Background: an optimization exercise with open tools, aiming at small area. Do not read the settings as production practice. Only simulation tests tie the RTL to the original design; equivalence was not proved. No driver is modelled on the clock port, so clock power and skew are understated where the tree is cut down; a real chip needs a root buffer or a tree. Power is estimated from default activity; no workload was simulated.

==> flow/design.v <==
`timescale 1ns / 1ps
module DigitalClock(
    input clk,  
    input rst,  
    input btnC, btnU, btnL, btnR, btnD,  
    input [2:0] sw,
    output reg [6:0] seg,
    output [3:0] an,
    output reg [0:0] led
    );
    reg [1:0]  cnt_hi;
    reg [12:0] cnt_lo;
    reg [7:0]  d_counter;
    reg [1:0]  current_LED;
    reg [2:0]  Sec_t;   
    reg [3:0]  Sec_u;   
    wire [6:0] Seconds = {Sec_t, Sec_u};
    reg [3:0]  Minutes;
    reg        current_bit;
    reg        Current_Mode;       
    reg [6:0]  Seconds_alarm, Seconds_alarm_reset;
    reg [3:0]  Minutes_alarm, Minutes_alarm_reset;
    reg [3:0]  dig;                
    reg [3:0]  mem0, mem2;   
    reg [2:0]  mem1;         
    reg [1:0]  mem3;         
    reg [3:0]  seg_code;           
    reg        fresh;              
    wire lo_zero12 = ~|cnt_lo[11:0];
    wire lo_last = cnt_lo[12] & lo_zero12;                    
    wire [12:0] lo_next = {cnt_lo[11:0], cnt_lo[12] ^ cnt_lo[3] ^ cnt_lo[2] ^ cnt_lo[0] ^ lo_zero12};
    wire full  = lo_last & (&cnt_hi);                         
    wire tick  = Current_Mode & ((|cnt_hi) | lo_last);        
    wire sec_inc = full & (~Current_Mode | sw[0]);
    wire d_z = ~(d_counter[0] | d_counter[3] | d_counter[4] | d_counter[7]);
    wire d_wrap  = d_z & d_counter[5];     
    wire d_start = d_z & ~d_counter[1];    
    wire [7:0] d_next = {d_counter[6:0], ~(d_counter[7] ^ d_counter[6] ^ d_counter[5] ^ d_counter[0])};
    wire [1:0] cl_next = current_LED + {1'b0, d_wrap};
    wire S_zero  = ~|Seconds;
    wire S_ge60  = Sec_t[2] & Sec_t[1];
    wire M_zero  = ~|Minutes;
    wire M_ge12  = Minutes[3] & Minutes[2];
    wire u9 = Sec_u[3] & Sec_u[0];
    wire u0 = ~|Sec_u;
    wire [6:0] S_inc = u9 ? {Sec_t + 3'd1, 4'd0} : {Sec_t, Sec_u + 4'd1};
    wire [6:0] S_dec = u0 ? {(Sec_t == 3'd0) ? 3'd5 : Sec_t - 3'd1, 4'd9} : {Sec_t, Sec_u - 4'd1};
    wire [3:0] M_inc = Minutes + 4'd1;
    wire [3:0] M_dec = (Minutes == 4'd1) ? 4'd12 : Minutes - 4'd1;
    wire restore = tick & sw[2];
    wire bt   = tick & ~sw[2];                    
    wire dS   = btnD & ~(S_zero & M_zero);        
    wire zS   = rst | S_ge60;
    wire sInc = ~zS & (sec_inc | (bt & ~current_bit & btnU & ~dS));
    wire sSr  = ~zS & ~sec_inc & restore;
    wire sDec = ~zS & ~sec_inc & bt & ~current_bit & dS;
    wire s59  = ~zS & ~sec_inc & ~Current_Mode & btnC;
    wire sHold = ~(zS | sInc | sSr | sDec | s59);
    wire [6:0] S1 = ({7{sInc}} & S_inc) | ({7{sSr}} & Seconds_alarm_reset) | ({7{sDec}} & S_dec)
                  | ({7{s59}} & 7'h59) | ({7{sHold}} & Seconds);
    wire zM   = rst | M_ge12;
    wire dM   = btnD & ~M_zero & (current_bit | S_zero);
    wire mInc = ~zM & (S_ge60 | (bt & current_bit & btnU & ~btnD) | (bt & current_bit & btnU & M_zero));
    wire mMr  = ~zM & ~S_ge60 & restore;
    wire mDec = ~zM & ~S_ge60 & bt & dM;
    wire mHold = ~(zM | mInc | mMr | mDec);
    wire [3:0] M1 = ({4{mInc}} & M_inc) | ({4{mMr}} & Minutes_alarm_reset) | ({4{mDec}} & M_dec)
                  | ({4{mHold}} & Minutes);
    wire M_ge10 = Minutes[3] & (Minutes[2] | Minutes[1]);
    reg [3:0] dig_next;
    always @* begin
        case (cl_next)
            2'd0: dig_next = Sec_u;
            2'd1: dig_next = {1'b0, Sec_t};
            2'd2: dig_next = M_zero ? 4'd2 : M_ge10 ? {2'b00, Minutes[2], Minutes[0]} : Minutes;
            default: dig_next = {3'b000, M_zero | M_ge10};
        endcase
    end
    reg [3:0] mem_cur;
    always @* begin
        case (current_LED)
            2'd0: mem_cur = mem0;
            2'd1: mem_cur = (&mem1) ? 4'd8 : {1'b0, mem1};
            2'd2: mem_cur = mem2;
            default: mem_cur = {mem3[1], 2'b00, mem3[0]};
        endcase
    end
    wire [1:0] shown = current_LED - {1'b0, d_start};
    assign an = fresh ? 4'b0000 : ~(4'b0001 << shown);
    wire [3:0] c = seg_code;
    always @* begin
        seg[0] = (~c[0] & ~c[1] & c[2]) | (c[0] & ~c[1] & ~c[2] & ~c[3]);
        seg[1] = (c[0] & ~c[1] & c[2]) | (~c[0] & c[1] & c[2]);
        seg[2] = ~c[0] & c[1] & ~c[2];
        seg[3] = (c[0] & ~c[1] & ~c[2]) | (~c[0] & ~c[1] & c[2]) | (c[0] & c[1] & c[2]);
        seg[4] = c[0] | (~c[1] & c[2]);
        seg[5] = (c[0] & c[1]) | (c[1] & ~c[2]) | (c[0] & ~c[2] & ~c[3]);
        seg[6] = (c[0] & c[1] & c[2]) | (~c[1] & ~c[2] & ~c[3]);
    end
    wire [10:0] sm_r = rst ? {7'd0, 4'd12} : {Seconds, Minutes};
    always @(posedge clk) begin
        {Sec_t, Sec_u} <= S1;    
        fresh <= rst;
        if (rst | (tick & sw[0]))
            led <= ~rst & (Minutes_alarm == Minutes) & (Seconds_alarm == Seconds);
        if (rst | (Current_Mode & btnC))
            {Seconds_alarm_reset, Minutes_alarm_reset} <= sm_r;
        if (rst | (tick & sw[1]))
            {Seconds_alarm, Minutes_alarm} <= sm_r;
        Minutes <= M1;
        if (rst) begin
            cnt_hi <= 0;
            cnt_lo <= 0;
            d_counter <= 8'h00;
            current_LED <= 0;
            current_bit <= 0;
            Current_Mode <= 1'b1;
            dig <= 0;
            mem0 <= 8; mem1 <= 7; mem2 <= 8; mem3 <= 2;
            seg_code <= 8;
        end else begin
            if (tick & ~sw[0]) begin
                cnt_hi <= 0;
                cnt_lo <= 0;
            end else begin
                cnt_hi <= cnt_hi + {1'b0, lo_last};
                cnt_lo <= lo_next;
            end
            d_counter <= d_wrap ? 8'h00 : d_next;
            current_LED <= cl_next;
            Current_Mode <= Current_Mode ^ btnC;
            if (!Current_Mode && btnC) current_bit <= 0;
            else if (tick && (btnL || btnR)) current_bit <= ~current_bit;
            dig <= dig_next;
            case (current_LED)
                2'd0: mem0 <= dig;
                2'd1: mem1 <= dig[2:0] | {3{dig[3]}};
                2'd2: mem2 <= dig;
                default: mem3 <= {dig[3], dig[0]};
            endcase
            seg_code <= mem_cur;
        end
    end
endmodule
clock: 10.0 ns
lec_check: 0
cap_margin: 20
core_margin: 2
core_utilization: 65
place_density: 0.8
slew_margin: 20
standard.sh (not shown) runs the stock make flow with config.mk's settings and CLKGATE_MAP_FILE= SYNTH_SCRIPT=/design/flow/synth_recipe.tcl, a recipe that flattens the netlist after the stock synthesis.
==> flow/flow/run.sh <==
#!/bin/bash
# Own layout flow: the standard ORFS flow (standard.sh) with these changes:
#  - synthesis maps the logic with an area-oriented ABC script and without
#    extracting half/full adder cells (registers are mapped exactly as before);
#  - the smallest buffer cell on the ports;
#  - a one-level clock tree (flow/cts.tcl) in place of TritonCTS: four buf_12
#    buffers, each at the centre of a quarter of the flip-flops, driven by the
#    clock port.
set -euo pipefail
here=$(pwd)
export BUFFER_PORTS_ARGS="-buffer_cell sky130_fd_sc_hd__buf_1"
export ADDER_MAP_FILE=
export AREA_ABC_SCRIPT=$here/flow/area.abc
export FLOW_SYNTH_TCL=$here/synth_recipe.tcl
sed -e "s#SYNTH_SCRIPT=[^ ]*#SYNTH_SCRIPT=$here/flow/synth_area.tcl#" standard.sh > synth_area.sh
bash synth_area.sh synth > synth.log 2>&1
bash standard.sh place > place.log 2>&1
RESULTS_DIR=$here/orfs/results/sky130hd/DigitalClock/base CLK_K=4 CLK_LEAF=sky130_fd_sc_hd__buf_12 CLK_ROOT= \
  openroad -no_init -exit flow/cts.tcl > cts.log 2>&1
bash standard.sh finish > standard.log 2>&1
==> flow/flow/area.abc <==
strash
dch -f
amap
topo
==> flow/flow/cts.tcl <==
# Clock tree for the standard flow's layout flow: the flip-flops are split into CLK_K groups by
# location (k-means); each group gets one CLK_LEAF buffer at its centre driving the
# group's clock pins. With CLK_ROOT set, one CLK_ROOT buffer at the centre of the
# leaf buffers drives them from the clock port; otherwise the port drives the leaves.
set plat $::env(FLOW_HOME)/platforms/sky130hd
read_liberty $plat/lib/sky130_fd_sc_hd__tt_025C_1v80.lib
read_db $::env(RESULTS_DIR)/3_place.odb
read_sdc $::env(RESULTS_DIR)/3_place.sdc
source $plat/setRC.tcl
set db [ord::get_db]
set block [ord::get_db_block]
set clknet [$block findNet clk]
set K $::env(CLK_K)
set leaf_master [$db findMaster $::env(CLK_LEAF)]
set pins {}
foreach iterm [$clknet getITerms] {
  set bb [[$iterm getInst] getBBox]
  lappend pins [list $iterm [expr {([$bb xMin] + [$bb xMax]) / 2.0}] [expr {([$bb yMin] + [$bb yMax]) / 2.0}]]
}
set n [llength $pins]
set sorted [lsort -real -index 1 $pins]
for {set k 0} {$k < $K} {incr k} {
  set p [lindex $sorted [expr {int(($k + 0.5) * $n / $K)}]]
  set cx($k) [lindex $p 1]; set cy($k) [lindex $p 2]
}
for {set it 0} {$it < 100} {incr it} {
  for {set k 0} {$k < $K} {incr k} { set sx($k) 0; set sy($k) 0; set cn($k) 0 }
  set assign {}
  foreach p $pins {
    set best 0; set bd 1e30
    for {set k 0} {$k < $K} {incr k} {
      set d [expr {abs([lindex $p 1] - $cx($k)) + abs([lindex $p 2] - $cy($k))}]
      if {$d < $bd} { set bd $d; set best $k }
    }
    lappend assign $best
    set sx($best) [expr {$sx($best) + [lindex $p 1]}]
    set sy($best) [expr {$sy($best) + [lindex $p 2]}]
    incr cn($best)
  }
  for {set k 0} {$k < $K} {incr k} {
    if {$cn($k) > 0} { set cx($k) [expr {$sx($k) / $cn($k)}]; set cy($k) [expr {$sy($k) / $cn($k)}] }
  }
}
set drv $clknet
if { [info exists ::env(CLK_ROOT)] && $::env(CLK_ROOT) ne "" } {
  set rx 0; set ry 0
  for {set k 0} {$k < $K} {incr k} { set rx [expr {$rx + $cx($k) / $K}]; set ry [expr {$ry + $cy($k) / $K}] }
  set root [odb::dbInst_create $block [$db findMaster $::env(CLK_ROOT)] clkbuf_root]
  set drv [odb::dbNet_create $block clknet_root]
  $drv setSigType CLOCK
  [$root findITerm A] connect $clknet
  [$root findITerm X] connect $drv
  $root setLocation [expr {int($rx)}] [expr {int($ry)}]
  $root setPlacementStatus PLACED
}
for {set k 0} {$k < $K} {incr k} {
  set inst($k) [odb::dbInst_create $block $leaf_master clkbuf_leaf_$k]
  set net($k) [odb::dbNet_create $block clknet_leaf_$k]
  $net($k) setSigType CLOCK
  [$inst($k) findITerm A] connect $drv
  [$inst($k) findITerm X] connect $net($k)
  $inst($k) setLocation [expr {int($cx($k))}] [expr {int($cy($k))}]
  $inst($k) setPlacementStatus PLACED
  puts "group $k: $cn($k) flip-flops"
}
foreach p $pins a $assign {
  set iterm [lindex $p 0]
  $iterm disconnect
  $iterm connect $net($a)
}
global_connect
detailed_placement
check_placement
set_propagated_clock [all_clocks]
estimate_parasitics -placement
set worst 0
for {set k 0} {$k < $K} {incr k} {
  foreach p [get_pins -of_objects [get_nets clknet_leaf_$k]] {
    set s [get_property $p slew_max]
    if {$s > $worst} { set worst $s }
  }
}
puts "worst clock slew: $worst"
report_clock_skew
report_worst_slack -max
report_worst_slack -min
# the files ORFS's CTS step leaves, in the order make expects them
set res $::env(RESULTS_DIR)
write_db $res/4_1_cts.odb
write_db $res/4_cts.odb
write_sdc -no_timestamp $res/4_cts.sdc
Other scripts of this flow, unchanged in this note and not shown: flow/flow/synth_area.tcl
Next try:
CORE_UTILIZATION = 40   (was 65)
PLACE_DENSITY = default   (was 0.8)
After rerunning: Power hardly moves. Hold slack degrades by 6.7 ps. Critical path depth increases by 2. Core utilization decreases by 29 points. Die area came out higher by 59%. Via count is lower by 3.9%.
Next try:
CAP_MARGIN = 0   (was 20)
GPL_TIMING_DRIVEN = 0   (was default)
SLEW_MARGIN = 0   (was 20)
What happened:
- sequential share of layout area hardly moves
- setup slack degrades by 370 ps
- power barely changes
- routed wire length went down by about 3.7%
- global-route usage went down by 0.65 points
- synthesized area does not change
- critical path depth went down by 4
- design area barely changes
Next try:
--- a/flow/flow/run.sh
+++ b/flow/flow/run.sh
@@ -18 +18,2 @@
-RESULTS_DIR=$here/orfs/results/sky130hd/DigitalClock/base CLK_K=4 CLK_LEAF=sky130_fd_sc_hd__buf_12 CLK_ROOT= \
+RESULTS_DIR=$here/orfs/results/sky130hd/DigitalClock/base CLK_K=4 CLK_LEAF=sky130_fd_sc_hd__buf_8 CLK_ROOT= CLK_SLEW_NS=0.110 \
+  CLK_SIZES="sky130_fd_sc_hd__buf_8 sky130_fd_sc_hd__buf_12 sky130_fd_sc_hd__buf_16" \
==> flow/flow/area.abc (replaced) <==
strash
&get -n
&deepsyn -T 40
&put
dch -f
amap
strash
dch -f
amap
topo
--- a/flow/flow/cts.tcl
+++ b/flow/flow/cts.tcl
@@ -75,0 +76,22 @@
+proc leaf_slew { k } {
+  set w 0
+  foreach p [get_pins -of_objects [get_nets clknet_leaf_$k]] {
+    set s [get_property $p slew_max]
+    if {$s > $w} { set w $s }
+  }
+  return $w
+}
+if { [info exists ::env(CLK_SIZES)] } {
+  for {set k 0} {$k < $K} {incr k} {
+    foreach size $::env(CLK_SIZES) {
+      $inst($k) swapMaster [$db findMaster $size]
+      estimate_parasitics -placement
+      set s [leaf_slew $k]
+      puts "group $k: $size slew $s"
+      if { $s <= $::env(CLK_SLEW_NS) } { break }
+    }
+  }
+  detailed_placement
+  check_placement
+  estimate_parasitics -placement
+}
CAP_MARGIN = 20   (was 0)
GPL_TIMING_DRIVEN = default   (was 0)
SLEW_MARGIN = 20   (was 0)
=>
- hold slack stays flat
- register-to-register slack degrades by 350 ps
- setup slack improves by 280 ps
- global-route usage rises by 1.1 points
- core utilization rises by 0.73 points
- total power rises by a little under a tenth
- routed wire length rises by a little under a tenth
No run of this note takes its clock network from TritonCTS; it comes from the design's own scripts or RTL.

## re-timing with driven ports
The results above use ideal ports. As a check the final layouts listed here were re-extracted and re-timed, cells and wires unchanged. Step 1, drivers: a clkbuf_16 drives clk and a buf_2 each remaining input, both assumed. Step 2, shift: input delay + t, output delay - t, t = (earliest + latest rising clock arrival at the registers) / 2. This alone moves slack from input paths to output paths. Three values: ideal ports, drivers, drivers and shift; two values: the first two.
| run | t (ns) | setup slack, ns | worst slew at a driven data input, ns |
|---|---|---|---|
| the first run | 0.200 | 6.033 / 6.098 / 5.898 | 0.03 |
| the second run | 0.202 | 6.126 / 6.187 / 5.985 | 0.03 |
| the third run | 0.203 | 5.755 / 5.817 / 5.614 | 0.03 |
| the fourth run | 0.205 | 6.037 / 6.100 / 5.895 | 0.03 |
After both steps setup and hold are still met in every run listed. For the fourth run, which loses most, drivers alone change the setup slack by +0.063 ns; drivers and shift together by -0.142 ns.
